Source: an optimization exercise on an open RTL-to-GDS flow (aim: small area and a short achievable clock period). Production flows keep margins and buffers that such runs may drop.
At most, simulation tests tie the RTL to the original design; equivalence was not proved.
No functional check of the RTL was part of run 6.
No run shown here takes its clock network from TritonCTS; it comes from the design's own scripts or RTL.
The clock port is modelled as an ideal driver, which makes a skipped or thinned clock tree look cheaper than it is; a real chip needs a root buffer or a tree.
Power and IR drop assume default switching activity.

==> flow/run.sh <==
#!/bin/bash
# Own layout flow: the standard flow (standard.sh) with two changes:
#  - the port buffers are sky130_fd_sc_hd__buf_4 (buffer_ports' default pick
#    is a delay cell);
#  - the clock tree step is flow/cts.tcl: the clock port drives 4 clkbuf_8,
#    which drive 8 clkbuf_16 placed at the centres of k-means clusters of the
#    registers, instead of TritonCTS's H-tree, followed by the timing repair
#    and a greedy downsizing pass that keeps the worst slack.
# Each step's output goes to a log file of its own in the work folder.
set -euo pipefail
R=$(pwd)/orfs/results/$FLOW_PLATFORM/cpu/base
PB="BUFFER_PORTS_ARGS=-buffer_cell sky130_fd_sc_hd__buf_4"
bash standard.sh "$PB" place > log_1_place.txt 2>&1
RESULTS=$R CTS_NTOP=4 CTS_NLEAF=8 CTS_TOPBUF=sky130_fd_sc_hd__clkbuf_8 \
  CTS_LEAFBUF=sky130_fd_sc_hd__clkbuf_16 SETUP_MARGIN=2.4 \
  openroad -no_init -exit flow/cts.tcl > log_2_cts.txt 2>&1
cp "$R/4_1_cts.odb" "$R/4_cts.odb"
touch "$R/4_cts.sdc"
bash standard.sh "$PB" finish > log_3_finish.txt 2>&1
==> flow/cts.tcl <==
# Clock tree step of the own flow, in place of ORFS's cts.tcl: the same
# steps, but a shallow two-level clock tree (see mytree.tcl) instead of
# TritonCTS's H-tree, and a greedy downsizing pass (see downsize.tcl) after
# the timing repair.
set P $::env(FLOW_HOME)/platforms/sky130hd
set R $::env(RESULTS)
read_liberty $P/lib/sky130_fd_sc_hd__tt_025C_1v80.lib
read_db $R/3_place.odb
read_sdc $R/3_place.sdc
source $P/setRC.tcl
set_dont_use {sky130_fd_sc_hd__probe_p_8 sky130_fd_sc_hd__probec_p_8 sky130_fd_sc_hd__lpflow_*}

source [file dirname [info script]]/mytree.tcl
build_clock_tree $::env(CTS_NTOP) $::env(CTS_NLEAF) $::env(CTS_TOPBUF) $::env(CTS_LEAFBUF)

set_placement_padding -global -left 0 -right 0
detailed_placement
set_propagated_clock [all_clocks]
estimate_parasitics -placement
report_clock_latency -clock core_clock

repair_timing -setup_margin $::env(SETUP_MARGIN) -verbose
detailed_placement
estimate_parasitics -placement

# area recovery: smaller drive strengths wherever the worst slack allows
source [file dirname [info script]]/downsize.tcl
set ws0 [sta::worst_slack_cmd max]
downsize_cells [expr {$ws0 - 0.002e-9}] 0.1e-9
detailed_placement
check_placement -verbose
estimate_parasitics -placement
report_checks -path_delay max -format end -group_path_count 10
report_worst_slack -max
report_worst_slack -min

write_db $R/4_1_cts.odb
write_sdc -no_timestamp $R/4_cts.sdc
==> flow/downsize.tcl <==
# Greedy area recovery: try each instance in its family's smallest drive
# strengths, keeping a change only if the worst setup slack stays at or above
# the target and the worst hold slack stays above hold_min.
proc downsize_cells { target hold_min } {
  set block [ord::get_db_block]
  set tried 0; set kept 0; set saved 0.0
  set cands {}
  foreach inst [$block getInsts] {
    set m [[$inst getMaster] getName]
    if {![regexp {^(sky130_fd_sc_hd__\w+?)_(\d+)$} $m -> base drive]} continue
    if {[string match "*clkbuf*" $base] || [string match "*tap*" $base] || [string match "*fill*" $base] || [string match "*decap*" $base] || [string match "*conb*" $base]} continue
    if {[string match "clkbuf_*" [$inst getName]]} continue
    lappend cands [list $inst $base $drive]
  }
  foreach c $cands {
    lassign $c inst base drive
    set name [$inst getName]
    set cur [[$inst getMaster] getName]
    set curarea [expr {[[$inst getMaster] getWidth] * [[$inst getMaster] getHeight]}]
    set opts {}
    foreach lc [get_lib_cells ${base}_*] {
      set ln [get_name $lc]
      if {![regexp {_(\d+)$} $ln -> d]} continue
      if {$ln eq $cur} continue
      set mm [[ord::get_db] findMaster $ln]
      if {$mm eq "NULL"} continue
      set a [expr {[$mm getWidth] * [$mm getHeight]}]
      if {$a < $curarea} { lappend opts [list $ln $a] }
    }
    set opts [lsort -real -index 1 $opts]
    foreach o $opts {
      lassign $o ln a
      incr tried
      replace_cell $name $ln
      set ws [sta::worst_slack_cmd max]
      set hs [sta::worst_slack_cmd min]
      if {$ws >= $target && $hs >= $hold_min} {
        incr kept
        set saved [expr {$saved + ($curarea - $a) / 1e6}]
        break
      } else {
        replace_cell $name $cur
      }
    }
  }
  puts "downsize: tried $tried, kept $kept, saved $saved um2"
}
==> flow/mytree.tcl <==
# Build a one-level clock tree: the clock port drives NBUF clock buffers, each
# placed at the centre of a k-means cluster of the clock sinks it drives.
proc kmeans { xs ys nbuf {slack 1.15} } {
  set n [llength $xs]
  # k-means, seeded by spreading over the sink list sorted by angle around the centre
  set cx 0.0; set cy 0.0
  foreach x $xs y $ys { set cx [expr {$cx + $x}]; set cy [expr {$cy + $y}] }
  set cx [expr {$cx / $n}]; set cy [expr {$cy / $n}]
  set ang {}
  for {set i 0} {$i < $n} {incr i} {
    lappend ang [list $i [expr {atan2([lindex $ys $i] - $cy, [lindex $xs $i] - $cx)}]]
  }
  set ang [lsort -real -index 1 $ang]
  set kx {}; set ky {}
  for {set k 0} {$k < $nbuf} {incr k} {
    set i [lindex [lindex $ang [expr {int(($k + 0.5) * $n / $nbuf)}]] 0]
    lappend kx [expr {($cx + [lindex $xs $i]) / 2.0}]
    lappend ky [expr {($cy + [lindex $ys $i]) / 2.0}]
  }
  set cap [expr {int(ceil($slack * $n / $nbuf))}]
  for {set iter 0} {$iter < 30} {incr iter} {
    # balanced assignment: sinks in order of their best distance, capped cluster size
    set cand {}
    for {set i 0} {$i < $n} {incr i} {
      for {set k 0} {$k < $nbuf} {incr k} {
        set d [expr {abs([lindex $xs $i] - [lindex $kx $k]) + abs([lindex $ys $i] - [lindex $ky $k])}]
        lappend cand [list $i $k $d]
      }
    }
    set cand [lsort -real -index 2 $cand]
    set asg [lrepeat $n -1]
    set cnt [lrepeat $nbuf 0]
    foreach c $cand {
      lassign $c i k d
      if {[lindex $asg $i] >= 0} continue
      if {[lindex $cnt $k] >= $cap} continue
      lset asg $i $k
      lset cnt $k [expr {[lindex $cnt $k] + 1}]
    }
    set sx [lrepeat $nbuf 0.0]; set sy [lrepeat $nbuf 0.0]
    for {set i 0} {$i < $n} {incr i} {
      set k [lindex $asg $i]
      lset sx $k [expr {[lindex $sx $k] + [lindex $xs $i]}]
      lset sy $k [expr {[lindex $sy $k] + [lindex $ys $i]}]
    }
    for {set k 0} {$k < $nbuf} {incr k} {
      if {[lindex $cnt $k] > 0} {
        lset kx $k [expr {[lindex $sx $k] / [lindex $cnt $k]}]
        lset ky $k [expr {[lindex $sy $k] / [lindex $cnt $k]}]
      }
    }
  }
  puts "kmeans: $n points, cluster sizes $cnt"
  return [list $asg $kx $ky]
}

# Insert a buffer per cluster of the loads (iterms) of net src.
proc split_net { src loads nbuf bufname prefix {slack 1.15} } {
  set block [ord::get_db_block]
  set master [[ord::get_db] findMaster $bufname]
  set xs {}; set ys {}
  foreach it $loads {
    set bb [[$it getInst] getBBox]
    lappend xs [expr {([$bb xMin] + [$bb xMax]) / 2.0}]
    lappend ys [expr {([$bb yMin] + [$bb yMax]) / 2.0}]
  }
  lassign [kmeans $xs $ys $nbuf $slack] asg kx ky
  set nets {}; set bufs {}
  for {set k 0} {$k < $nbuf} {incr k} {
    set buf [odb::dbInst_create $block $master "${prefix}_$k"]
    set w [$master getWidth]
    set h [$master getHeight]
    $buf setLocation [expr {int([lindex $kx $k] - $w / 2)}] [expr {int([lindex $ky $k] - $h / 2)}]
    $buf setPlacementStatus PLACED
    set net [odb::dbNet_create $block "${prefix}_net_$k"]
    $net setSigType CLOCK
    [$buf findITerm X] connect $net
    lappend nets $net
    lappend bufs $buf
  }
  set i 0
  foreach it $loads {
    $it disconnect
    $it connect [lindex $nets [lindex $asg $i]]
    incr i
  }
  foreach buf $bufs { [$buf findITerm A] connect $src }
  return $bufs
}

# Clock tree: the clock port drives ntop buffers, which drive nleaf leaf
# buffers in all, which drive the clock sinks (nleaf 0: tops drive the sinks).
proc build_clock_tree { ntop nleaf topbuf leafbuf } {
  set block [ord::get_db_block]
  set clknet [$block findNet clk]
  set sinks [$clknet getITerms]
  if {$nleaf == 0} {
    split_net $clknet $sinks $ntop $topbuf clkbuf_top
    return
  }
  set leaves [split_net $clknet $sinks $nleaf $leafbuf clkbuf_leaf 1.05]
  set ins {}
  foreach b $leaves { lappend ins [$b findITerm A] }
  foreach it $ins { $it disconnect }
  set tmp [odb::dbNet_create $block "clk_tmp"]
  foreach it $ins { $it connect $tmp }
  set tops [split_net $clknet $ins $ntop $topbuf clkbuf_top 1.0]
  odb::dbNet_destroy $tmp
}
==> standard.sh <==
#!/bin/bash
# synth_recipe.tcl (not shown) runs the flow's synth.tcl, then flattens the netlist and writes it again
# the make line also repeats each setting of config.mk as NAME=value (left out here)
make -C /OpenROAD-flow-scripts/flow DESIGN_CONFIG=/design/flow/config.mk WORK_HOME=/design/flow/orfs CLKGATE_MAP_FILE= SYNTH_SCRIPT=/design/flow/synth_recipe.tcl "${@:-finish}"
==> config.mk <==
export PLATFORM = sky130hd
export DESIGN_NAME = cpu
export DESIGN_NICKNAME = cpu
export VERILOG_FILES = /design/flow/design.v
export SDC_FILE = /design/flow/constraint.sdc
export NUM_CORES = 4
export LEC_CHECK = 0
export CAP_MARGIN = 20
export CORE_MARGIN = 2
export CORE_UTILIZATION = 40
export SETUP_SLACK_MARGIN = 2.4
export SLEW_MARGIN = 20
export SYNTH_HIERARCHICAL = 1
==> constraint.sdc <==
create_clock -name core_clock -period 4.0 [get_ports {clk}]
set_input_delay 0.8000 -clock core_clock [delete_from_list [all_inputs] [get_ports {clk}]]
set_output_delay 0.8000 -clock core_clock [all_outputs]
set_load 0.01 [all_outputs]
==> design.v <==
module cpu(out, in, clk, reset);
input  [7:0] in;
input        clk, reset;
output [7:0] out;
reg [7:0]   out;
reg [7:0]   reg_a, reg_b, reg_c, mem_d;
reg [7:0]   alu_p, alu_g;               
reg         alu_c;                      
reg [127:0] mem;                        
reg [3:0]   a_lo, a_hi;                 
reg         c_alu;                      
reg         a_in, b_in, o_in;           
reg         o_c;                        
reg         ld_a, ld_c;                 
reg         a_c, b_c;                   
reg         o_z;                        
reg         mem_wr;                     
reg         st2, st3;                   
wire nx_s0 = ~reset & ~(a_in | b_in | o_in | ld_a | ld_c);
wire [15:0] nop = {15'd0, nx_s0} << in[7:4];
always @(posedge clk) begin
	c_alu  <= nop[0] | nop[1] | nop[2] | nop[3] | nop[4] | nop[5];
	a_in   <= nop[6];
	b_in   <= nop[7];
	o_in   <= nop[8];
	o_c    <= nop[9] | nop[11];
	ld_a   <= nop[10];
	ld_c   <= nop[12];
	a_c    <= nop[13];
	b_c    <= nop[14];
	o_z    <= nop[15];
	mem_wr <= nop[8] | nop[9] | nop[15];
	st2    <= ~reset & ld_a;
	st3    <= ~reset & ld_c;
	a_lo   <= nx_s0 ? (4'b0001 << in[1:0]) : 4'b0001;
	a_hi   <= nx_s0 ? (4'b0001 << in[3:2]) : 4'b0001;
end
wire [2:0] f = in[6:4];
wire inv_a = f[2] & f[0];
wire use_b = ~f[1] & ~(f[2] & f[0]);
wire inv_b = f[0] & ~f[2];
wire [7:0] a_sel = a_c ? reg_c : reg_a;
wire [7:0] b_sel = b_c ? reg_c : reg_b;
wire [7:0] alu_x = a_sel ^ {8{inv_a}};
wire [7:0] alu_y = (b_sel & {8{use_b}}) ^ {8{inv_b}};
always @(posedge clk) begin
	alu_p <= alu_x ^ alu_y;
	alu_g <= alu_x & alu_y;
	alu_c <= f[2] | (f[1] ^ f[0]);
end
wire [7:0] g1n, p1n, g2, p2, g3n;
wire [7:0] alu_out;
assign g1n[0] = 1'b0;                   
alu_aoi21 l1g1 (.y(g1n[1]), .a1(alu_p[0]), .a2(alu_c), .b1(alu_g[0]));
genvar gk;
generate
	for (gk = 2; gk < 8; gk = gk + 1) begin : l1
		alu_aoi21 g (.y(g1n[gk]), .a1(alu_p[gk-1]), .a2(alu_g[gk-2]), .b1(alu_g[gk-1]));
		alu_nand2 p (.y(p1n[gk]), .a(alu_p[gk-1]), .b(alu_p[gk-2]));
	end
endgenerate
assign p1n[1:0] = 2'b11;                
wire alu_c_n;
alu_inv   l1c  (.y(alu_c_n), .a(alu_c));
alu_inv   l2g1 (.y(g2[1]), .a(g1n[1]));
alu_oai21 l2g2 (.y(g2[2]), .a1(p1n[2]), .a2(alu_c_n), .b1(g1n[2]));
alu_oai21 l2g3 (.y(g2[3]), .a1(p1n[3]), .a2(g1n[1]), .b1(g1n[3]));
generate
	for (gk = 4; gk < 8; gk = gk + 1) begin : l2
		alu_oai21 g (.y(g2[gk]), .a1(p1n[gk]), .a2(g1n[gk-2]), .b1(g1n[gk]));
		alu_nor2  p (.y(p2[gk]), .a(p1n[gk]), .b(p1n[gk-2]));
	end
endgenerate
assign g2[0] = alu_c;
assign p2[3:0] = 4'd0;                  
generate
	for (gk = 4; gk < 8; gk = gk + 1) begin : l3
		alu_aoi21 g (.y(g3n[gk]), .a1(p2[gk]), .a2(g2[gk-4]), .b1(g2[gk]));
	end
endgenerate
assign g3n[3:0] = 4'd0;                 
alu_xor2  s0 (.y(alu_out[0]), .a(alu_p[0]), .b(alu_c));
alu_xnor2 s1 (.y(alu_out[1]), .a(alu_p[1]), .b(g1n[1]));
alu_xor2  s2 (.y(alu_out[2]), .a(alu_p[2]), .b(g2[2]));
alu_xor2  s3 (.y(alu_out[3]), .a(alu_p[3]), .b(g2[3]));
generate
	for (gk = 4; gk < 8; gk = gk + 1) begin : sh
		alu_xnor2 s (.y(alu_out[gk]), .a(alu_p[gk]), .b(g3n[gk]));
	end
endgenerate
wire [7:0] mem_wd = (in & {8{o_in}}) | (reg_c & {8{o_c}});
reg [15:0] wsel, rsel;
integer i;
always @(*) begin
	for (i = 0; i < 16; i = i + 1) begin
		rsel[i] = a_hi[i / 4] & a_lo[i % 4];
		wsel[i] = mem_wr & rsel[i];
	end
end
wire [7:0] rd;
genvar gb, gp;
generate
	for (gb = 0; gb < 8; gb = gb + 1) begin : rdb
		wire [7:0] u;
		wire [1:0] v;
		for (gp = 0; gp < 8; gp = gp + 1) begin : rdp
			rd_aoi22 t (.y(u[gp]), .a1(rsel[2*gp]), .a2(mem[16*gp + gb]),
			            .b1(rsel[2*gp+1]), .b2(mem[16*gp + 8 + gb]));
		end
		rd_nand4 n0 (.y(v[0]), .a(u[0]), .b(u[1]), .c(u[2]), .d(u[3]));
		rd_nand4 n1 (.y(v[1]), .a(u[4]), .b(u[5]), .c(u[6]), .d(u[7]));
		rd_or2   o  (.y(rd[gb]), .a(v[0]), .b(v[1]));
	end
endgenerate
always @(posedge clk) begin
	for (i = 0; i < 16; i = i + 1)
		if (wsel[i])
			mem[8*i +: 8] <= mem_wd;
	if (!mem_wr)
		mem_d <= rd;
end
wire o_d = ld_a | ld_c | st3;
wire a_h = ~(a_in | a_c);
wire b_h = ~(b_in | b_c);
wire c_h = ~(c_alu | st2);
wire o_h = ~(o_in | o_c | o_d | o_z);
always @(posedge clk) begin
	if (reset) begin
		reg_a <= 8'd0;
		reg_b <= 8'd0;
		reg_c <= 8'd0;
		out   <= 8'd0;
	end else begin
		reg_a <= (in & {8{a_in}}) | (reg_c & {8{a_c}}) | (reg_a & {8{a_h}});
		reg_b <= (in & {8{b_in}}) | (reg_c & {8{b_c}}) | (reg_b & {8{b_h}});
		reg_c <= (alu_out & {8{c_alu}}) | (mem_d & {8{st2}}) | (reg_c & {8{c_h}});
		out   <= (in & {8{o_in}}) | (reg_c & {8{o_c}}) | (mem_d & {8{o_d}}) | (out & {8{o_h}});
	end
end
endmodule
module rd_aoi22(y, a1, a2, b1, b2);
input  a1, a2, b1, b2;
output y;
assign y = ~((a1 & a2) | (b1 & b2));
endmodule
module rd_nand4(y, a, b, c, d);
input  a, b, c, d;
output y;
assign y = ~(a & b & c & d);
endmodule
module rd_or2(y, a, b);
input  a, b;
output y;
assign y = a | b;
endmodule
module alu_aoi21(y, a1, a2, b1);
input  a1, a2, b1;
output y;
assign y = ~((a1 & a2) | b1);
endmodule
module alu_oai21(y, a1, a2, b1);
input  a1, a2, b1;
output y;
assign y = ~((a1 | a2) & b1);
endmodule
module alu_nand2(y, a, b);
input  a, b;
output y;
assign y = ~(a & b);
endmodule
module alu_nor2(y, a, b);
input  a, b;
output y;
assign y = ~(a | b);
endmodule
module alu_inv(y, a);
input  a;
output y;
assign y = ~a;
endmodule
module alu_xor2(y, a, b);
input  a, b;
output y;
assign y = a ^ b;
endmodule
module alu_xnor2(y, a, b);
input  a, b;
output y;
assign y = ~(a ^ b);
endmodule
==> results of run 1 <==
[flip-flops by register name, indices dropped and copies added, names as in the netlist, 4 cells and up]
name / cells
mem: 128
alu_p: 8
mem_d: 8
out: 8
reg_a: 8
reg_b: 8
reg_c: 8
alu_g: 7
a_hi: 4
a_lo: 4
[power by group through the flow]
stage	registers, mW	logic [mW]	clock network, mW
after global routing	2.37	0.240	1.13
after floorplan	2.37	0.172	0
after global placement	2.40	0.225	0
after detailed placement	2.40	0.229	0
final	2.36	0.217	1.03
[per-stage QoR]
step                      setup slack (ns)  instance area (µm²)  power (mW)  utilization
after floorplan                       2.35                 8430        2.55            -
after global routing                  2.32                 8730        3.73        0.428
after global placement                2.06                 8710        2.63        0.428
after detailed placement              2.01                 8710        2.63        0.428
final                                 2.42                 8730        3.60        0.428
[cell usage in the layout (no fill, tap or decap), drive strengths merged]
cell type / Yosys / routed
dfxtp: 69 / 69
edfxtp: 136 / 136
nand3: 10 / 10
nor2: 30 / 30
inv: 4 / 4
nand2b: 3 / 3
xor2: 10 / 10
nor3b: 19 / 19
a22oi: 72 / 72
or3: 1 / 1
a22o: 8 / 8
o21ai: 8 / 8
ha: 7 / 7
mux2i: 22 / 22
a221oi: 16 / 16
nand4: 16 / 16
buf: 19 / 17
a21oi: 36 / 36
and3: 18 / 18
nor4b: 1 / 1
nand3b: 1 / 1
nor2b: 2 / 2
o21a: 2 / 2
and2: 17 / 17
or2: 8 / 8
a211oi: 1 / 1
xnor2: 7 / 7
nand2: 20 / 20
clkbuf: 8 / 15
nor4: 2 / 2
nor3: 7 / 7
[cell usage after synthesis (2+ instances only)]
cell type,count
ha_1,7
nor2b_1,2
a22oi_2,64
a221oi_1,16
dfxtp_1,69
or2_1,8
nand3_1,9
nand2b_1,3
a21oi_1,25
a22oi_1,8
clkbuf_1,8
and3_1,18
inv_1,4
o21ai_1,6
edfxtp_1,136
o21a_1,2
a21oi_2,11
nor3_4,3
nor3_1,4
nor3b_1,19
buf_6,3
and2_1,17
nand4_1,16
xnor2_1,7
a22o_1,8
xor2_1,10
nor2_1,30
nand2_1,19
buf_2,14
mux2i_1,22
o21ai_0,2
buf_4,2
[kinds of logic after synthesis]
group                    share of synthesized area
AO/OA/AOI/OAI                                0.162
adder cells (fa/ha/maj)                     0.0105
flip-flops                                   0.654
buffers and inverters                       0.0196
multiplexers                                0.0264
XOR/XNOR                                    0.0178
AND/OR/NAND/NOR                              0.109
[layer usage]
| metal | routed length, µm | part of all wire | global-route usage | up-vias |
|---|---|---|---|---|
| li1 | - | - | - | 2255 |
| met1 | 8550 | 0.46 | 0.249 | 2445 |
| met2 | 8840 | 0.48 | 0.277 | 99 |
| met3 | 657 | 0.036 | 0.0117 | 21 |
| met4 | 402 | 0.022 | 0.0305 | 0 |
| met5 | 0 | 0 | 0 | - |
[Yosys stat by module, one instance, submodules excluded]
module,cell area (µm²),cells inside
rd_aoi22,12.5,1
cpu,7160,455
alu_oai21,5.00,1
alu_inv,3.75,1
alu_nand2,3.75,1
alu_nor2,3.75,1
rd_or2,6.26,1
rd_nand4,6.26,1
alu_aoi21,8.76,1
alu_xor2,8.76,1
alu_xnor2,8.76,1
[cell type report]
class                           instances  area (µm²)  area share
Tap cell                              270         338      0.0387
Multi-Input combinational cell        344        2470       0.283
Inverter                                4        15.0     0.00172
Sequential cell                       205        5490       0.629
Buffer                                 12         255      0.0293
Timing Repair Buffer                   20         159      0.0182
[worst min path at each step]
stage	startpoint	endpoint	slack, ns	cells after the start
after floorplan	reg_c[7]	reg_c[7]	0.47	2
after global placement	out[3]	out[3]	0.46	2
after detailed placement	out[7]	out[7]	0.47	2
after global routing	out[2]	out[2]	0.50	2
final	out[2]	out[2]	0.48	2
==> impl_metrics.py, run 1 <==
metrics = {
    "critical_path": {
        "worstSetupEndpointType": "primary output",
        "path_delay_family": "flip-flops",
        "crit_chain": "buf_6",
        "reg2reg_slack_ns": 2.44,
        "critPathKind": "reg -> out",
        "worstReg2RegEnd": "mem_d[6]",
        "worst_path_max_delay_cell": "dfxtp_4",
        "crit_required_ns": 3.20,
        "cp-start-kind": "flop",
        "reg2reg_depth": 4,
        "worstPathArrival_ns": 0.78,
        "slowest_delay_ns": 0.37,
        "worst-path-stages": 1,
        "r2r-start": "a_hi[0]",
        "crit_path_end": "out[1]",
        "path_buf_inv": 1,
        "critPathMaxFanout": 2,
        "startpoint": "out[1]",
    },
    "floorplan": {
        "pin_count": 18,
        "start_util": 0.410,
        "rows": 52,
        "die_w_um": 148,
        "die_h_um": 148,
        "dieArea_um2": 22000,
        "coreArea_um2": 20400,
    },
    "yosys": {
        "synthesis.area_um2": 8350,
        "yosys.area.top_type_share": 0.489,
        "synth_seq_area_share": 0.654,
        "synth_top_cell_by_area": "edfxtp_1",
        "avgSynthCellArea_um2": 14.4,
        "syn-num-nets": 597,
        "synth-seq-cells": 205,
        "synth_flop_cell": "edfxtp_1",
        "yosys_warnings": 7,
        "synth_edf_count": 136,
        "synth.area.top_cells": "edfxtp_1 (49%), dfxtp_1 (17%), a22oi_2 (9.6%)",
        "postSynthCellCount": 580,
        "synth.distinct_cells": 40,
        "async_flop_share": 0,
    },
    "global_routing": {
        "grt_pass1_wl_um": 28900,
        "overflow": 0,
        "grt_max_degree": 36,
        "grt_use_total": 0.168,
        "grt_pass1_vias": 4820,
        "grt_antenna_before_repair": 0,
    },
    "placement": {
        "portBuffers": 17,
        "dpl.hpwl_um": 12500,
        "dpl.cell_count": 840,
        "gp_congestion": 0.792,
    },
    "timing": {
        "whs_ns": 0.477,
        "hold_viol": 0,
        "fmax_mhz": 631,
        "worst_pin_slew_ns": 0.697,
        "slew_viol_final": 0,
        "slew_headroom": 0.535,
        "period_minus_slack_ns": 1.58,
        "post-route-period-util": 0.396,
        "setup_viol": 0,
        "skew_ns": 0.0155,
        "setup_tns_ns": 0,
        "grt_setup_unrepaired": "yes",
    },
    "power_and_ir_drop": {
        "combPwrFrac": 0.060,
        "clkPwrFrac": 0.286,
        "power.internal_mw": 2.84,
        "ir_worst_vdd_uv": 237,
        "total_leakage_power_nw": 2.66,
        "switchingPower_mw": 0.767,
        "power_density_nw_per_um2": 413,
        "seqPwrFrac": 0.654,
        "swShare": 0.213,
    },
    "run_status": {
        "status": "no timing/DRC/antenna violations",
    },
    "final_layout": {
        "area_delta_synth_final_pct": 4.50,
        "fillers": 1876,
        "fin_cells": 855,
        "antenna_cells": 0,
        "nets": 604,
        "layout-drive-gt1-share": 0.164,
    },
    "clock_tree": {
        "clkLatencyLatePin_ns": 0.31,
        "clkSlewWorstSetupHoldPaths_ns": 0.10,
    },
    "detailed_routing": {
        "routed-via-count": 4820,
        "drc_errors": 0,
        "viasPerCell": 5.64,
        "drtAntennaViolNets": 0,
        "drt-wirelength-per-cell_um": 21.6,
        "drt_iter0_markers": 420,
        "wirelength_um": 18500,
        "drtPass1Iterations": 5,
    },
    "job": {
        "drv_cap": 0,
    },
    "hold_path": {
        "hold_class": "reg -> reg",
    },
}
==> run 2, diff against run 1 <==
--- a/config.mk
+++ b/config.mk
@@ -9,3 +9,3 @@
 export CORE_MARGIN = 2
-export CORE_UTILIZATION = 40
+export CORE_UTILIZATION = 35
 export SETUP_SLACK_MARGIN = 2.4
==> run 2 against run 1 <==
Still clean on timing, DRC and antenna. Cell count is 6.2% higher. First-iteration DRC count rose by 20%. Sequential share of layout area down 0.55 points. Sequential power barely moved. Via count rose by 3.7%. Cell area rose by 1.2%. Clock skew rose by 0.0073 ns. Critical endpoint is now out[5]. Largest power group unchanged.
==> impl_metrics.py, run 2 <==
metrics = {
    "yosys": {
        "synth.area.top_cells": "edfxtp_1 (49%), dfxtp_1 (17%), a22oi_2 (9.6%)",
        "synthesis.area_um2": 8350,
        "yosysMostFrequentCell": "edfxtp_1",
        "async_flop_share": 0,
        "synth-seq-cells": 205,
        "synth_edf_count": 136,
        "avgSynthCellArea_um2": 14.4,
        "syn-num-nets": 597,
        "yosys.area.top_type_share": 0.489,
        "synth_flop_cell": "edfxtp_1",
        "synth.distinct_cells": 40,
        "yosys_warnings": 7,
        "synth_commonest_cells": "edfxtp_1 (136), dfxtp_1 (69), a22oi_2 (64)",
        "synth_top_cell_by_area": "edfxtp_1",
        "postSynthCellCount": 580,
        "synth_seq_area_share": 0.654,
    },
    "global_routing": {
        "grt_pass1_vias": 4886,
        "overflow": 0,
        "grt_pass1_wl_um": 29300,
        "grt_use_total": 0.153,
        "grt_antenna_before_repair": 0,
        "grt_max_degree": 36,
    },
    "placement": {
        "gp_congestion": 0.814,
        "dpl.hpwl_um": 13100,
        "dpl.cell_count": 889,
        "portBuffers": 17,
    },
    "power_and_ir_drop": {
        "switchingPower_mw": 0.781,
        "power.internal_mw": 2.84,
        "power_density_nw_per_um2": 409,
        "swShare": 0.216,
        "ir_worst_vdd_uv": 199,
        "seqPwrFrac": 0.651,
        "clkPwrFrac": 0.287,
        "total_leakage_power_nw": 2.68,
        "combPwrFrac": 0.062,
    },
    "critical_path": {
        "worstPathArrival_ns": 0.80,
        "crit_required_ns": 3.20,
        "worstSetupEndpointType": "primary output",
        "crit_chain": "buf_6",
        "worst_path_max_delay_cell": "dfxtp_4",
        "slowest_delay_ns": 0.37,
        "cp-start-kind": "flop",
        "path_buf_inv": 1,
        "path_delay_family": "flip-flops",
        "critPathKind": "reg -> out",
        "critPathMaxFanout": 2,
    },
    "timing": {
        "fmax_mhz": 623,
        "setup_tns_ns": 0,
        "hold_viol": 0,
        "grt_setup_unrepaired": "yes",
        "setup_viol": 0,
        "skew_ns": 0.0229,
        "worst_pin_slew_ns": 0.687,
        "slew_viol_final": 0,
        "period_minus_slack_ns": 1.60,
        "slew_headroom": 0.541,
        "post-route-period-util": 0.401,
    },
    "clock_tree": {
        "clkSlewWorstSetupHoldPaths_ns": 0.10,
        "clkLatencyLatePin_ns": 0.31,
    },
    "job": {
        "drv_cap": 0,
    },
    "final_layout": {
        "final_cell_mix": "edfxtp_1 (136), a22oi_1 (66), dfxtp_1 (51), a21oi_1 (36), nor2_1 (30)",
        "layout-drive-gt1-share": 0.156,
        "area_delta_synth_final_pct": 5.80,
        "largest_reg_flops": 128,
        "nets": 608,
        "antenna_cells": 0,
        "regArea_um2": 5510,
        "fin_cells": 908,
        "multiInputGateArea_um2": 2450,
        "regMostFlops": "mem",
        "fillers": 2241,
        "final_common_cell": "edfxtp_1",
    },
    "detailed_routing": {
        "viasPerCell": 5.50,
        "drtAntennaViolNets": 0,
        "drtPass1Iterations": 5,
        "drc_errors": 0,
        "drt_iter0_markers": 502,
        "wirelength_um": 19500,
        "drt-wirelength-per-cell_um": 21.5,
        "routed-via-count": 4997,
    },
    "floorplan": {
        "coreArea_um2": 23500,
        "die_h_um": 158,
        "rows": 56,
        "dieArea_um2": 25100,
        "start_util": 0.356,
        "pin_count": 18,
        "die_w_um": 158,
    },
    "hold_path": {
        "hold_class": "reg -> reg",
    },
    "run_status": {
        "status": "no timing/DRC/antenna violations",
    },
}
==> run 2: power by group through the flow <==
stage	registers, mW	clock network, mW	logic [mW]
final	2.36	1.04	0.223
after global routing	2.36	1.13	0.244
after detailed placement	2.41	0	0.231
after global placement	2.41	0	0.224
after floorplan	2.37	0	0.172
==> run 2: layout make-up <==
| class | count | share of cell area |
|---|---|---|
| inverter | 4 | 0.00170 |
| tap | 319 | 0.0452 |
| multi-input combinational | 344 | 0.278 |
| buffer | 12 | 0.0289 |
| timing repair buffer | 24 | 0.0227 |
| sequential | 205 | 0.624 |
==> run 2: layer usage <==
metal  global-route usage  share of wire  vias to the layer above
met3               0.0166          0.055                       29
li1                     -              -                     2254
met4               0.0360          0.027                        0
met2                0.247           0.47                      149
met1                0.222           0.45                     2565
met5                    0              0                        -
==> run 2: final timing paths <==
| path | start | end | slack, ns | cells after the start |
|---|---|---|---|---|
| min reg2reg | out[0] | out[0] | 0.50 | 2 |
| min | out[0] | out[0] | 0.50 | 2 |
| max | out[5] | out[5] | 2.40 | 1 |
| max reg2reg | a_lo[0] | mem_d[4] | 2.40 | 5 |
==> run 2: kinds of logic after synthesis <==
family	after synthesis	synth area share
DFF	205	0.654
and+or+nand+nor	155	0.109
AOI/OAI and AO/OA	143	0.162
buffers and inverters	31	0.0196
muxes	22	0.0264
xor gates and xnor gates	17	0.0178
adders and majority gates	7	0.0105
==> run 2: per-module statistics from Yosys, one instance, submodules excluded, a selection <==
module     flops+latches  area [µm²]  times used  cells
rd_aoi22               0        12.5          64      1
alu_xor2               0        8.76           3      1
alu_xnor2              0        8.76           5      1
alu_aoi21              0        8.76          11      1
rd_or2                 0        6.26           8      1
rd_nand4               0        6.26          16      1
alu_oai21              0        5.00           6      1
alu_nand2              0        3.75           6      1
alu_nor2               0        3.75           4      1
==> run 2: stage by stage <==
stage | total power [mW] | cell area (µm²) | setup slack, ns | util | hold slack [ns]
2_1_floorplan | 2.55 | 8430 | 2.35 | - | 0.474
3_3_place_gp | 2.63 | 8770 | 2.07 | 0.374 | 0.490
3_5_place_dp | 2.64 | 8770 | 2.01 | 0.374 | 0.501
5_1_grt | 3.73 | 8830 | 2.37 | 0.376 | 0.515
6_report | 3.62 | 8830 | 2.40 | 0.376 | 0.496
==> run 3, diff against run 2 <==
--- a/flow/run.sh
+++ b/flow/run.sh
@@ -14,3 +14,3 @@
 RESULTS=$R CTS_NTOP=4 CTS_NLEAF=8 CTS_TOPBUF=sky130_fd_sc_hd__clkbuf_8 \
-  CTS_LEAFBUF=sky130_fd_sc_hd__clkbuf_16 SETUP_MARGIN=2.4 \
+  CTS_LEAFBUF=sky130_fd_sc_hd__clkbuf_16 SETUP_MARGIN=2.3 \
   openroad -no_init -exit flow/cts.tcl > log_2_cts.txt 2>&1
--- a/config.mk
+++ b/config.mk
@@ -9,4 +9,4 @@
 export CORE_MARGIN = 2
-export CORE_UTILIZATION = 35
-export SETUP_SLACK_MARGIN = 2.4
+export CORE_UTILIZATION = 40
+export SETUP_SLACK_MARGIN = 2.3
 export SLEW_MARGIN = 20
==> run 3 against run 2 <==
Clock power barely moved. Setup slack got worse by 0.064 ns. Global-route usage grew 1.2 points. Cell area is 3.3% lower. Clock skew fell by 0.0014 ns. Cell count shrank 6.2%. Critical path depth did not move. Fmax decreased by 3.8%. Total power is 0.88% lower. Hold slack worse by 0.026 ns. Register-to-register slack worse by 0.06 ns.
==> impl_metrics.py, run 3 <==
metrics = {
    "final_layout": {
        "layout-drive-gt1-share": 0.0876,
        "multiInputGateArea_um2": 2390,
        "final_common_cell": "edfxtp_1",
        "area_delta_synth_final_pct": 2.29,
        "largest_reg_flops": 128,
        "regArea_um2": 5470,
        "fillers": 1916,
        "final_util": 0.419,
        "final_cell_mix": "edfxtp_1 (136), a22oi_1 (68), dfxtp_1 (67), a21oi_1 (36), nor2_1 (30)",
        "regMostFlops": "mem",
        "nets": 601,
        "fin_cells": 852,
        "antenna_cells": 0,
        "final_cell_area_um2": 8540,
    },
    "power_and_ir_drop": {
        "seqPwrFrac": 0.656,
        "total_leakage_power_nw": 2.58,
        "combPwrFrac": 0.057,
        "clkPwrFrac": 0.287,
        "swShare": 0.212,
        "power.internal_mw": 2.82,
        "total_power_mw": 3.59,
        "ir_worst_vdd_uv": 219,
        "power_density_nw_per_um2": 420,
        "switchingPower_mw": 0.762,
    },
    "global_routing": {
        "grt_pass1_vias": 4838,
        "overflow": 0,
        "grt_pass1_wl_um": 28400,
        "grt_max_degree": 36,
        "grt_use_total": 0.165,
        "grt_antenna_before_repair": 0,
    },
    "detailed_routing": {
        "viasPerCell": 5.60,
        "drtAntennaViolNets": 0,
        "routed-via-count": 4767,
        "drtPass1Iterations": 5,
        "drc_errors": 0,
        "drt_iter0_markers": 454,
        "wirelength_um": 18300,
        "drt-wirelength-per-cell_um": 21.5,
    },
    "timing": {
        "hold_viol": 0,
        "slew_viol_final": 0,
        "setup_ws_ns": 2.33,
        "setup_tns_ns": 0,
        "whs_ns": 0.470,
        "skew_ns": 0.0214,
        "grt_setup_unrepaired": "yes",
        "setup_viol": 0,
        "worst_pin_slew_ns": 0.678,
        "fmax_mhz": 599,
        "period_minus_slack_ns": 1.67,
        "slew_headroom": 0.548,
        "post-route-period-util": 0.417,
    },
    "critical_path": {
        "slowest_delay_ns": 0.39,
        "path_delay_family": "flip-flops",
        "worstPathArrival_ns": 0.87,
        "worst_path_max_delay_cell": "dfxtp_1",
        "cp-start-kind": "flop",
        "crit_chain": "buf_1",
        "critPathMaxFanout": 2,
        "worstSetupEndpointType": "primary output",
        "path_buf_inv": 1,
        "critPathKind": "reg -> out",
        "crit_required_ns": 3.20,
    },
    "hold_path": {
        "hold_class": "reg -> reg",
    },
    "placement": {
        "portBuffers": 17,
        "placed_area_um2": 8680,
        "gp_congestion": 0.860,
        "dpl.hpwl_um": 12400,
        "detailedPlace.worstSlack_ns": 1.97,
        "dpl.cell_count": 840,
    },
    "yosys": {
        "synth_edf_count": 136,
        "synth.distinct_cells": 40,
        "async_flop_share": 0,
        "synth.area.top_cells": "edfxtp_1 (49%), dfxtp_1 (17%), a22oi_2 (9.6%)",
        "synth_flop_cell": "edfxtp_1",
        "yosysMostFrequentCell": "edfxtp_1",
        "avgSynthCellArea_um2": 14.4,
        "syn-num-nets": 597,
        "postSynthCellCount": 580,
        "synth_commonest_cells": "edfxtp_1 (136), dfxtp_1 (69), a22oi_2 (64)",
        "yosys.area.top_type_share": 0.489,
        "synth_seq_area_share": 0.654,
        "synth-seq-cells": 205,
        "synthesis.area_um2": 8350,
        "yosys_warnings": 7,
        "synth_top_cell_by_area": "edfxtp_1",
    },
    "run_status": {
        "status": "no timing/DRC/antenna violations",
    },
    "floorplan": {
        "coreArea_um2": 20400,
        "die_w_um": 148,
        "pin_count": 18,
        "dieArea_um2": 22000,
        "die_h_um": 148,
        "start_util": 0.410,
        "rows": 52,
    },
    "clock_tree": {
        "clkSlewWorstSetupHoldPaths_ns": 0.09,
        "clkLatencyLatePin_ns": 0.30,
    },
    "job": {
        "drv_cap": 0,
    },
}
run 3: cell types whose count changed in the layout (fill, tap and decap cells not counted), moves of 6 or more:
cell	delta
dfxtp_1	+16
and2_2	+7
and2_1	+7
buf_6	-8
dfxtp_2	-7
and2_4	-14
buf_4	-6
dfxtp_4	-9
run 3: power by group through the flow:
stage / logic [mW] / registers (mW) / clock network, mW
final: 0.203 / 2.35 / 1.03
after global routing: 0.223 / 2.36 / 1.14
after detailed placement: 0.227 / 2.40 / 0
after global placement: 0.221 / 2.40 / 0
after floorplan: 0.167 / 2.37 / 0
run 3: cell families (layout without fill, tap and decap cells):
| kind of cell | count (synthesis) | in the layout | synth area share |
|---|---|---|---|
| flops | 205 | 205 | 0.654 |
| simple gates | 155 | 155 | 0.109 |
| compound gates | 143 | 143 | 0.162 |
| buf+inv | 31 | 33 | 0.0196 |
| mux | 22 | 22 | 0.0264 |
| xor+xnor | 17 | 17 | 0.0178 |
| fa+ha+maj | 7 | 7 | 0.0105 |
run 3: layer usage:
metal  wire [µm]  GRT usage
met1        8610      0.245
met2        8600      0.271
met3         762     0.0123
met4         318     0.0305
met5           0          0
run 3: path summary, 6_finish.rpt:
| path | cells after the start | startpoint | to | slack, ns |
|---|---|---|---|---|
| setup / recovery | 1 | out[1] | out[1] | 2.33 |
| hold / removal | 2 | out[2] | out[2] | 0.47 |
| setup reg to reg | 4 | a_hi[3] | mem_d[1] | 2.34 |
| hold reg to reg | 2 | out[2] | out[2] | 0.47 |
run 3: per-module statistics from Yosys (local to each module, per instance), excerpt:
module     cell area, µm²  flops+latches  copies in the design
alu_xor2             8.76              0                     3
rd_or2               6.26              0                     8
rd_nand4             6.26              0                    16
cpu                  7160            205                     1
alu_nor2             3.75              0                     4
alu_oai21            5.00              0                     6
alu_xnor2            8.76              0                     5
rd_aoi22             12.5              0                    64
alu_nand2            3.75              0                     6
run 3: cell type report:
| type | instances | share of cell area |
|---|---|---|
| well taps | 270 | 0.0395 |
| repair buffers | 17 | 0.00937 |
| plain buffers | 12 | 0.0299 |
| flip-flops and latches | 205 | 0.640 |
| multi-input cells | 344 | 0.279 |
| inverters | 4 | 0.00176 |
==> run 4, diff against run 3 <==
--- a/flow/run.sh
+++ b/flow/run.sh
@@ -14,3 +14,3 @@
 RESULTS=$R CTS_NTOP=4 CTS_NLEAF=8 CTS_TOPBUF=sky130_fd_sc_hd__clkbuf_8 \
-  CTS_LEAFBUF=sky130_fd_sc_hd__clkbuf_16 SETUP_MARGIN=2.3 \
+  CTS_LEAFBUF=sky130_fd_sc_hd__clkbuf_16 SETUP_MARGIN=2.5 \
   openroad -no_init -exit flow/cts.tcl > log_2_cts.txt 2>&1
--- a/config.mk
+++ b/config.mk
@@ -10,3 +10,3 @@
 export CORE_UTILIZATION = 40
-export SETUP_SLACK_MARGIN = 2.3
+export SETUP_SLACK_MARGIN = 2.4
 export SLEW_MARGIN = 20
==> run 4 against run 3 <==
Highest routed layer unchanged. Combinational power grew 7%. Die area stayed put. Total power increased by 0.49%. Via count grew 1.2%. Still clean on timing, DRC and antenna. Sequential power about the same.
==> impl_metrics.py, run 4 <==
metrics = {
    "power_and_ir_drop": {
        "swShare": 0.213,
        "ir_worst_vdd_uv": 235,
        "combPwrFrac": 0.061,
        "switchingPower_mw": 0.767,
        "total_power_mw": 3.60,
        "total_leakage_power_nw": 2.66,
        "power_density_nw_per_um2": 412,
        "power.internal_mw": 2.84,
        "clkPwrFrac": 0.285,
        "seqPwrFrac": 0.654,
    },
    "yosys": {
        "synth_edf_count": 136,
        "synthesis.area_um2": 8350,
        "synth_seq_area_share": 0.654,
        "synth_top_cell_by_area": "edfxtp_1",
        "synth-seq-cells": 205,
        "avgSynthCellArea_um2": 14.4,
        "synth_flop_cell": "edfxtp_1",
        "synth_commonest_cells": "edfxtp_1 (136), dfxtp_1 (69), a22oi_2 (64)",
        "postSynthCellCount": 580,
        "yosysMostFrequentCell": "edfxtp_1",
        "syn-num-nets": 597,
        "async_flop_share": 0,
        "synth.distinct_cells": 40,
        "synth.area.top_cells": "edfxtp_1 (49%), dfxtp_1 (17%), a22oi_2 (9.6%)",
        "yosys_warnings": 7,
        "yosys.area.top_type_share": 0.489,
    },
    "timing": {
        "worst_pin_slew_ns": 0.679,
        "slew_headroom": 0.547,
        "slew_viol_final": 0,
        "grt_setup_unrepaired": "yes",
        "setup_viol": 0,
        "skew_ns": 0.0155,
        "fmax_mhz": 629,
        "setup_ws_ns": 2.41,
        "setup_tns_ns": 0,
        "hold_viol": 0,
        "post-route-period-util": 0.398,
        "period_minus_slack_ns": 1.59,
    },
    "detailed_routing": {
        "drtPass1Iterations": 5,
        "drt-wirelength-per-cell_um": 21.6,
        "drc_errors": 0,
        "drt_iter0_markers": 427,
        "routed-via-count": 4823,
        "wirelength_um": 18500,
        "viasPerCell": 5.63,
        "drtAntennaViolNets": 0,
    },
    "floorplan": {
        "coreArea_um2": 20400,
        "start_util": 0.410,
        "die_w_um": 148,
        "pin_count": 18,
        "die_h_um": 148,
        "rows": 52,
        "dieArea_um2": 22000,
    },
    "final_layout": {
        "final_common_cell": "edfxtp_1",
        "fin_cells": 856,
        "regMostFlops": "mem",
        "antenna_cells": 0,
        "nets": 605,
        "regArea_um2": 5490,
        "multiInputGateArea_um2": 2480,
        "largest_reg_flops": 128,
        "final_cell_area_um2": 8750,
        "layout-drive-gt1-share": 0.169,
        "area_delta_synth_final_pct": 4.73,
        "fillers": 1876,
        "final_cell_mix": "edfxtp_1 (136), a22oi_1 (60), dfxtp_1 (53), a21oi_1 (35), nor2_1 (30)",
    },
    "global_routing": {
        "overflow": 0,
        "grt_antenna_before_repair": 0,
        "grt_pass1_vias": 4820,
        "grt_use_total": 0.168,
        "grt_max_degree": 36,
        "grt_pass1_wl_um": 29000,
    },
    "run_status": {
        "status": "no timing/DRC/antenna violations",
    },
    "critical_path": {
        "worst_path_max_delay_cell": "dfxtp_1",
        "slowest_delay_ns": 0.39,
        "cp-start-kind": "flop",
        "crit_chain": "and2_4 -> a22oi_1 -> nand4_1 -> or2_1",
        "critPathKind": "reg -> reg",
        "worstSetupEndpointType": "flop",
        "critPathMaxFanout": 8,
        "worstPathArrival_ns": 1.65,
        "crit_required_ns": 4.06,
    },
    "hold_path": {
        "hold_class": "reg -> reg",
    },
    "clock_tree": {
        "clkSlewWorstSetupHoldPaths_ns": 0.10,
        "clkLatencyLatePin_ns": 0.30,
    },
    "placement": {
        "placed_area_um2": 8710,
        "dpl.cell_count": 840,
        "detailedPlace.worstSlack_ns": 2.01,
        "dpl.hpwl_um": 12500,
        "portBuffers": 17,
        "gp_congestion": 0.792,
    },
    "job": {
        "drv_cap": 0,
    },
}
[run 4: area by class of cell]
cell class / count / area share
Timing Repair Buffer: 21 / 0.0186
Multi-Input combinational cell: 344 / 0.284
Tap cell: 270 / 0.0386
Buffer: 12 / 0.0292
Sequential cell: 205 / 0.628
Inverter: 4 / 0.00172
[run 4: Yosys stat by module, one instance, submodules excluded]
module	cells	cell area (µm²)	flops+latches	times used
alu_aoi21	1	8.76	0	11
alu_inv	1	3.75	0	2
alu_nand2	1	3.75	0	6
alu_nor2	1	3.75	0	4
alu_oai21	1	5.00	0	6
alu_xnor2	1	8.76	0	5
alu_xor2	1	8.76	0	3
cpu	455	7160	205	1
rd_aoi22	1	12.5	0	64
rd_nand4	1	6.26	0	16
rd_or2	1	6.26	0	8
[run 4: metrics by stage]
step           hold slack [ns]  utilization
2_1_floorplan            0.474            -
3_3_place_gp             0.462        0.428
3_5_place_dp             0.466        0.428
5_1_grt                  0.502        0.429
6_report                 0.479        0.429
[run 4: routing by layer]
| metal | vias up | share of wire | track usage |
|---|---|---|---|
| li1 | 2255 | - | - |
| met1 | 2440 | 0.46 | 0.249 |
| met2 | 108 | 0.48 | 0.278 |
| met3 | 20 | 0.038 | 0.0113 |
| met4 | 0 | 0.021 | 0.0305 |
| met5 | - | 0 | 0 |
[run 4: cell families (layout without fill, tap and decap cells)]
logic type / count (synthesis) / count (layout) / synth area share
buf+inv: 31 / 37 / 0.0196
fa+ha+maj: 7 / 7 / 0.0105
mux: 22 / 22 / 0.0264
compound gates: 143 / 143 / 0.162
simple gates: 155 / 155 / 0.109
xor+xnor: 17 / 17 / 0.0178
flops: 205 / 205 / 0.654
[run 4: worst paths after layout]
| check | to | depth (start not counted) | slack [ns] | start |
|---|---|---|---|---|
| min reg2reg | out[2] | 2 | 0.48 | out[2] |
| max | mem_d[1] | 4 | 2.41 | a_hi[3] |
| min | out[2] | 2 | 0.48 | out[2] |
| max reg2reg | mem_d[1] | 4 | 2.41 | a_hi[3] |
[run 4: critical path: cells and delay by family (launching register included)]
| family | cells | cell delay, ns |
|---|---|---|
| AND/OR/NAND/NOR | 3 | 0.70 |
| flip-flops | 1 | 0.39 |
| AO/OA/AOI/OAI | 1 | 0.25 |
[run 4: power groups by stage]
| stage | Clock, mW | Sequential [mW] | Combinational [mW] |
|---|---|---|---|
| finish | 1.03 | 2.36 | 0.218 |
| global route | 1.13 | 2.37 | 0.241 |
| global placement | 0 | 2.40 | 0.225 |
| floorplan | 0 | 2.37 | 0.172 |
| detailed placement | 0 | 2.40 | 0.229 |
==> run 5, diff against run 4 <==
--- a/flow/run.sh
+++ b/flow/run.sh
@@ -14,3 +14,3 @@
 RESULTS=$R CTS_NTOP=4 CTS_NLEAF=8 CTS_TOPBUF=sky130_fd_sc_hd__clkbuf_8 \
-  CTS_LEAFBUF=sky130_fd_sc_hd__clkbuf_16 SETUP_MARGIN=2.5 \
+  CTS_LEAFBUF=sky130_fd_sc_hd__clkbuf_16 SETUP_MARGIN=2.45 \
   openroad -no_init -exit flow/cts.tcl > log_2_cts.txt 2>&1
--- a/config.mk
+++ b/config.mk
@@ -10,3 +10,3 @@
 export CORE_UTILIZATION = 40
-export SETUP_SLACK_MARGIN = 2.4
+export SETUP_SLACK_MARGIN = 2.45
 export SLEW_MARGIN = 20
==> run 5 against run 4 <==
Wire length grew 4.4%. Critical path depth shrank 3. Utilization grew 0.37 points. Fmax shrank 0.43%. Flip-flop and latch count is the same. Die area is the same. Cell area grew 0.86%. Cell count grew 0.47%. Highest routed layer unchanged. Still clean on timing, DRC and antenna. Setup slack lost 0.0068 ns. Combinational power grew 3%. Clock skew grew 0.0049 ns.
==> impl_metrics.py, run 5 <==
metrics = {
    "critical_path": {
        "worstPathArrival_ns": 0.80,
        "startpoint": "out[3]",
        "reg2reg_depth": 4,
        "path_buf_inv": 1,
        "worst-path-stages": 1,
        "critPathKind": "reg -> out",
        "crit_path_end": "out[3]",
        "worstSetupEndpointType": "primary output",
        "worst_path_max_delay_cell": "dfxtp_4",
        "path_delay_family": "flip-flops",
        "worstReg2RegEnd": "mem_d[7]",
        "r2r-start": "a_lo[0]",
        "critPathMaxFanout": 2,
        "slowest_delay_ns": 0.37,
        "cp-start-kind": "flop",
        "reg2reg_slack_ns": 2.48,
        "crit_required_ns": 3.20,
        "crit_chain": "buf_6",
    },
    "detailed_routing": {
        "routed-via-count": 4917,
        "drc_errors": 0,
        "drt-wirelength-per-cell_um": 22.4,
        "wirelength_um": 19300,
        "drt_iter0_markers": 452,
        "viasPerCell": 5.72,
        "drtAntennaViolNets": 0,
        "drtPass1Iterations": 5,
    },
    "floorplan": {
        "start_util": 0.410,
        "pin_count": 18,
        "die_w_um": 148,
        "die_h_um": 148,
        "rows": 52,
        "dieArea_um2": 22000,
        "coreArea_um2": 20400,
    },
    "timing": {
        "grt_setup_unrepaired": "yes",
        "skew_ns": 0.0203,
        "setup_viol": 0,
        "setup_tns_ns": 0,
        "period_minus_slack_ns": 1.60,
        "post-route-period-util": 0.399,
        "worst_pin_slew_ns": 0.717,
        "hold_viol": 0,
        "fmax_mhz": 626,
        "slew_viol_final": 0,
        "slew_headroom": 0.520,
        "whs_ns": 0.485,
    },
    "yosys": {
        "synth_flop_cell": "edfxtp_1",
        "syn-num-nets": 597,
        "synthesis.area_um2": 8350,
        "synth_commonest_cells": "edfxtp_1 (136), dfxtp_1 (69), a22oi_2 (64)",
        "synth_seq_area_share": 0.654,
        "synth.distinct_cells": 40,
        "async_flop_share": 0,
        "synth_top_cell_by_area": "edfxtp_1",
        "yosys_warnings": 7,
        "synth.area.top_cells": "edfxtp_1 (49%), dfxtp_1 (17%), a22oi_2 (9.6%)",
        "avgSynthCellArea_um2": 14.4,
        "synth-seq-cells": 205,
        "yosysMostFrequentCell": "edfxtp_1",
        "yosys.area.top_type_share": 0.489,
        "postSynthCellCount": 580,
        "synth_edf_count": 136,
    },
    "global_routing": {
        "grt_antenna_before_repair": 0,
        "grt_pass1_vias": 4884,
        "grt_max_degree": 36,
        "grt_use_total": 0.175,
        "grt_pass1_wl_um": 29900,
        "overflow": 0,
    },
    "job": {
        "drv_cap": 0,
    },
    "clock_tree": {
        "clkLatencyLatePin_ns": 0.30,
        "clkSlewWorstSetupHoldPaths_ns": 0.10,
    },
    "final_layout": {
        "largest_reg_flops": 128,
        "antenna_cells": 0,
        "final_common_cell": "edfxtp_1",
        "final_cell_area_um2": 8820,
        "area_delta_synth_final_pct": 5.63,
        "regMostFlops": "mem",
        "nets": 609,
        "layout-drive-gt1-share": 0.190,
        "final_cell_mix": "edfxtp_1 (136), a22oi_1 (60), dfxtp_1 (51), a21oi_1 (34), nor2_1 (30)",
    },
    "power_and_ir_drop": {
        "total_power_mw": 3.61,
        "total_leakage_power_nw": 2.70,
        "ir_worst_vdd_uv": 231,
        "power_density_nw_per_um2": 409,
    },
    "placement": {
        "dpl.hpwl_um": 13000,
        "gp_congestion": 0.830,
        "placed_area_um2": 8720,
        "portBuffers": 17,
    },
    "hold_path": {
        "hold_class": "reg -> reg",
    },
    "run_status": {
        "status": "no timing/DRC/antenna violations",
    },
}
-- run 5: changes by cell type in the layout (fill, tap and decap cells not counted), moves of 2 or more --
cell / change
and3_2: +9
and2_4: +4
buf_6: +3
clkbuf_2: -2
a22o_4: +2
dfxtp_1: -2
dfxtp_4: +3
a22o_2: -2
and3_1: -9
and2_2: -3
-- run 5: worst min-delay path by stage --
stage	from	endpoint	slack, ns	cells past startpoint
floorplan	reg_c[7]	reg_c[7]	0.48	2
global placement	out[7]	out[7]	0.46	2
detailed placement	out[7]	out[7]	0.47	2
global route	out[7]	out[7]	0.49	2
finish	out[7]	out[7]	0.48	2
-- run 5: routing by layer --
layer | vias up | global-route usage | share of wire | routed length (µm)
met5 | - | 0 | 0 | 0
met3 | 16 | 0.0113 | 0.043 | 821
met4 | 0 | 0.0243 | 0.016 | 310
met1 | 2521 | 0.269 | 0.48 | 9180
li1 | 2257 | - | - | -
met2 | 123 | 0.280 | 0.46 | 8960
-- run 5: per-module statistics from Yosys (local to each module, per instance) --
| module | cell area, µm² | flops+latches |
|---|---|---|
| alu_aoi21 | 8.76 | 0 |
| alu_inv | 3.75 | 0 |
| alu_nand2 | 3.75 | 0 |
| alu_nor2 | 3.75 | 0 |
| alu_oai21 | 5.00 | 0 |
| alu_xnor2 | 8.76 | 0 |
| alu_xor2 | 8.76 | 0 |
| cpu | 7160 | 205 |
| rd_aoi22 | 12.5 | 0 |
| rd_nand4 | 6.26 | 0 |
| rd_or2 | 6.26 | 0 |
-- run 5: cell families after synthesis --
family,count (synthesis),share of synthesized area
flip-flops,205,0.654
AO/OA/AOI/OAI,143,0.162
buffers and inverters,31,0.0196
XOR/XNOR,17,0.0178
adder cells (fa/ha/maj),7,0.0105
AND/OR/NAND/NOR,155,0.109
multiplexers,22,0.0264
-- run 5: stage by stage --
stage / util / cells / worst slack [ns]
final: 0.433 / 860 / 2.40
after global routing: 0.433 / 860 / 2.37
after detailed placement: 0.428 / 840 / 2.11
after global placement: 0.428 / 840 / 2.14
after floorplan: - / 580 / 2.35
-- run 5: layout make-up --
type	count	area, µm²
inverters	4	15.0
multi-input cells	344	2510
fillers	1856	11500
well taps	270	338
plain buffers	12	255
flip-flops and latches	205	5500
repair buffers	25	205
-- run 5: power breakdown --
group          leakage [nW]  total (mW)  internal (mW)  switching (mW)
registers              1.67        2.36           2.29          0.0651
clock network         0.127        1.03          0.454           0.571
logic                 0.906       0.224         0.0937           0.130
==> run 6, diff against run 5 <==
--- a/design.v
+++ b/design.v
@@ -114,6 +114,15 @@
 endgenerate
-always @(posedge clk) begin
-	for (i = 0; i < 16; i = i + 1)
-		if (wsel[i])
-			mem[8*i +: 8] <= mem_wd;
+wire [15:0] nwsel = ~wsel;
+wire [127:0] mem_nx;
+genvar gw, gm;
+generate
+	for (gw = 0; gw < 16; gw = gw + 1) begin : mw
+		for (gm = 0; gm < 8; gm = gm + 1) begin : mb
+			mem_ao22 m (.y(mem_nx[8*gw + gm]), .a1(wsel[gw]), .a2(mem_wd[gm]),
+			            .b1(nwsel[gw]), .b2(mem[8*gw + gm]));
+		end
+	end
+endgenerate
+always @(posedge clk) begin
+	mem <= mem_nx;
 	if (!mem_wr)
@@ -190 +199,6 @@
 endmodule
+module mem_ao22(y, a1, a2, b1, b2);
+input  a1, a2, b1, b2;
+output y;
+assign y = (a1 & a2) | (b1 & b2);
+endmodule
--- a/flow/run.sh
+++ b/flow/run.sh
@@ -14,3 +14,3 @@
 RESULTS=$R CTS_NTOP=4 CTS_NLEAF=8 CTS_TOPBUF=sky130_fd_sc_hd__clkbuf_8 \
-  CTS_LEAFBUF=sky130_fd_sc_hd__clkbuf_16 SETUP_MARGIN=2.45 \
+  CTS_LEAFBUF=sky130_fd_sc_hd__clkbuf_16 SETUP_MARGIN=2.4 \
   openroad -no_init -exit flow/cts.tcl > log_2_cts.txt 2>&1
--- a/config.mk
+++ b/config.mk
@@ -10,3 +10,3 @@
 export CORE_UTILIZATION = 40
-export SETUP_SLACK_MARGIN = 2.45
+export SETUP_SLACK_MARGIN = 2.4
 export SLEW_MARGIN = 20
==> run 6 against run 5 <==
Still clean on timing, DRC and antenna. Register-to-register slack worse by 0.15 ns. Sequential power down 8.9%. Cell count up 17%. Hold slack worse by 0.020 ns. Critical path type is now reg -> reg. Largest cell class unchanged.
==> impl_metrics.py, run 6 <==
metrics = {
    "yosys": {
        "avgSynthCellArea_um2": 11.4,
        "postSynthCellCount": 725,
        "synth_edf_count": 8,
        "yosysMostFrequentCell": "dfxtp_1",
        "synth-seq-cells": 205,
        "syn-num-nets": 742,
        "synth_commonest_cells": "dfxtp_1 (197), a22o_1 (136), a22oi_2 (64)",
        "synth_seq_area_share": 0.508,
        "yosys.area.top_type_share": 0.479,
        "synth_top_cell_by_area": "dfxtp_1",
        "synthesis.area_um2": 8240,
        "yosys_warnings": 7,
        "synth_flop_cell": "dfxtp_1",
        "synth.distinct_cells": 41,
        "async_flop_share": 0,
        "synth.area.top_cells": "dfxtp_1 (48%), a22o_1 (14%), a22oi_2 (9.7%)",
    },
    "placement": {
        "portBuffers": 17,
        "dpl.hpwl_um": 14800,
        "detailedPlace.worstSlack_ns": 1.99,
        "placed_area_um2": 8600,
        "gp_congestion": 0.850,
    },
    "detailed_routing": {
        "drc_errors": 0,
        "drt_iter0_markers": 444,
        "wirelength_um": 21300,
        "drtPass1Iterations": 7,
        "drt-wirelength-per-cell_um": 21.2,
        "routed-via-count": 5991,
        "drtAntennaViolNets": 0,
        "viasPerCell": 5.98,
    },
    "final_layout": {
        "final_cell_area_um2": 8680,
        "final_common_cell": "dfxtp_1",
        "nets": 751,
        "regMostFlops": "mem",
        "largest_reg_flops": 128,
        "antenna_cells": 0,
        "final_cell_mix": "dfxtp_1 (181), a22o_1 (128), a22oi_1 (57), a21oi_1 (35), nor2_1 (30)",
        "area_delta_synth_final_pct": 5.42,
        "layout-drive-gt1-share": 0.135,
    },
    "timing": {
        "period_minus_slack_ns": 1.67,
        "worst_pin_slew_ns": 0.676,
        "hold_viol": 0,
        "fmax_mhz": 600,
        "post-route-period-util": 0.416,
        "whs_ns": 0.465,
        "slew_headroom": 0.549,
        "setup_ws_ns": 2.33,
        "skew_ns": 0.0227,
        "setup_viol": 0,
        "grt_setup_unrepaired": "yes",
        "setup_tns_ns": 0,
        "slew_viol_final": 0,
    },
    "power_and_ir_drop": {
        "ir_worst_vdd_uv": 268,
        "power_density_nw_per_um2": 388,
        "total_leakage_power_nw": 3.20,
    },
    "critical_path": {
        "slowest_delay_ns": 0.61,
        "cp-start-kind": "flop",
        "critPathKind": "reg -> reg",
        "crit_chain": "nand3_1 -> inv_1 -> a22o_1",
        "crit_required_ns": 4.25,
        "worst_path_max_delay_cell": "dfxtp_2",
        "worstSetupEndpointType": "flop",
        "worstPathArrival_ns": 1.91,
        "path_buf_inv": 1,
        "path_delay_family": "flip-flops",
        "critPathMaxFanout": 17,
    },
    "clock_tree": {
        "clkLatencyLatePin_ns": 0.31,
        "clkSlewWorstSetupHoldPaths_ns": 0.10,
    },
    "global_routing": {
        "grt_pass1_vias": 6029,
        "grt_use_total": 0.190,
        "overflow": 0,
        "grt_antenna_before_repair": 0,
        "grt_pass1_wl_um": 33900,
        "grt_max_degree": 36,
    },
    "floorplan": {
        "start_util": 0.407,
        "die_h_um": 147,
        "rows": 52,
        "pin_count": 18,
        "die_w_um": 147,
        "coreArea_um2": 20200,
        "dieArea_um2": 21800,
    },
    "run_status": {
        "status": "no timing/DRC/antenna violations",
    },
    "job": {
        "drv_cap": 0,
    },
    "hold_path": {
        "hold_class": "reg -> reg",
    },
}
==> run 6: final cells by class <==
| class | count | area (µm²) |
|---|---|---|
| buffer | 12 | 255 |
| sequential | 205 | 4220 |
| timing repair buffer | 23 | 140 |
| multi-input combinational | 472 | 3650 |
| fill | 1898 | 11600 |
| inverter | 20 | 75.1 |
| tap | 270 | 338 |
==> run 6: metal layers <==
layer | global-route usage | wire (µm)
met5 | 0 | 0
met3 | 0.0167 | 952
met4 | 0.0534 | 589
met2 | 0.326 | 10200
met1 | 0.257 | 9550
==> run 6: logic make-up after synthesis <==
kind of cell	synth area share
flops	0.508
mux	0.0267
simple gates	0.108
compound gates	0.301
buf+inv	0.0278
xor+xnor	0.0181
fa+ha+maj	0.0106
==> run 6: Yosys stat by module (local to each module, per instance) <==
module | area [µm²] | cells
alu_nand2 | 3.75 | 1
rd_aoi22 | 12.5 | 1
alu_nor2 | 3.75 | 1
alu_inv | 3.75 | 1
alu_xnor2 | 8.76 | 1
rd_or2 | 6.26 | 1
alu_aoi21 | 8.76 | 1
alu_oai21 | 5.00 | 1
alu_xor2 | 8.76 | 1
mem_ao22 | 8.76 | 1
rd_nand4 | 6.26 | 1
cpu | 5920 | 472
==> run 6: where the power goes <==
group          total [mW]  internal, mW  switching, mW
clock                1.05         0.455          0.596
combinational       0.168        0.0639          0.105
sequential           2.15          2.09         0.0588
total                3.37          2.61          0.759
==> run 6: per-stage QoR <==
| step | power, mW | std cells | util |
|---|---|---|---|
| 2_1_floorplan | 2.31 | 725 | - |
| 3_3_place_gp | 2.36 | 984 | 0.425 |
| 3_5_place_dp | 2.37 | 984 | 0.425 |
| 5_1_grt | 3.49 | 1002 | 0.429 |
| 6_report | 3.37 | 1002 | 0.429 |
==> run 6: worst paths after layout <==
path / cells after the start / from / slack, ns / endpoint
setup / recovery: 3 / mem_wr / 2.33 / mem[21]
hold / removal: 2 / out[2] / 0.46 / out[2]
setup reg to reg: 3 / mem_wr / 2.33 / mem[21]
hold reg to reg: 2 / out[2] / 0.46 / out[2]
==> run 6: worst register-to-register path, cell delays in order, from the launching register on <==
cell,delay (ns)
dfxtp_2,0.61
nand3_1,0.42
inv_1,0.38
a22o_1,0.20

afterwards: timing with drivers on the ports:
No port has a modelled driver above. Below, the same layouts with a new extraction and two added sets of constraints. Step 1: set_driving_cell puts a clkbuf_16 on clk and a buf_2 on each other input, an assumption about the parent block. Step 2 times the ports against the registers' clock, not the clock port: input delays grow and output delays shrink by t, the midpoint of the rising clock arrivals with the driver on. a / b / c = no drivers / after step 1 / after step 2; a / b = the first two.
| run | t, ns | setup WS [ns] | worst register clock-pin slew, ns |
|---|---|---|---|
| run 1 | 0.378 | 2.416 / 2.339 / 2.137 | 0.10 / 0.10 |
| run 2 | 0.377 | 2.395 / 2.318 / 2.115 | 0.10 / 0.10 |
| run 3 | 0.369 | 2.331 / 2.257 / 2.104 | 0.10 / 0.10 |
| run 4 | 0.379 | 2.410 / 2.336 / 2.150 | 0.10 / 0.10 |
| run 5 | 0.376 | 2.403 / 2.322 / 2.139 | 0.10 / 0.10 |
| run 6 | 0.371 | 2.335 / 2.334 / 2.100 | 0.10 / 0.10 |
After both steps every run listed still meets setup and hold. For run 2, which loses most, drivers alone change the setup slack by -0.077 ns; drivers and shift together by -0.280 ns.
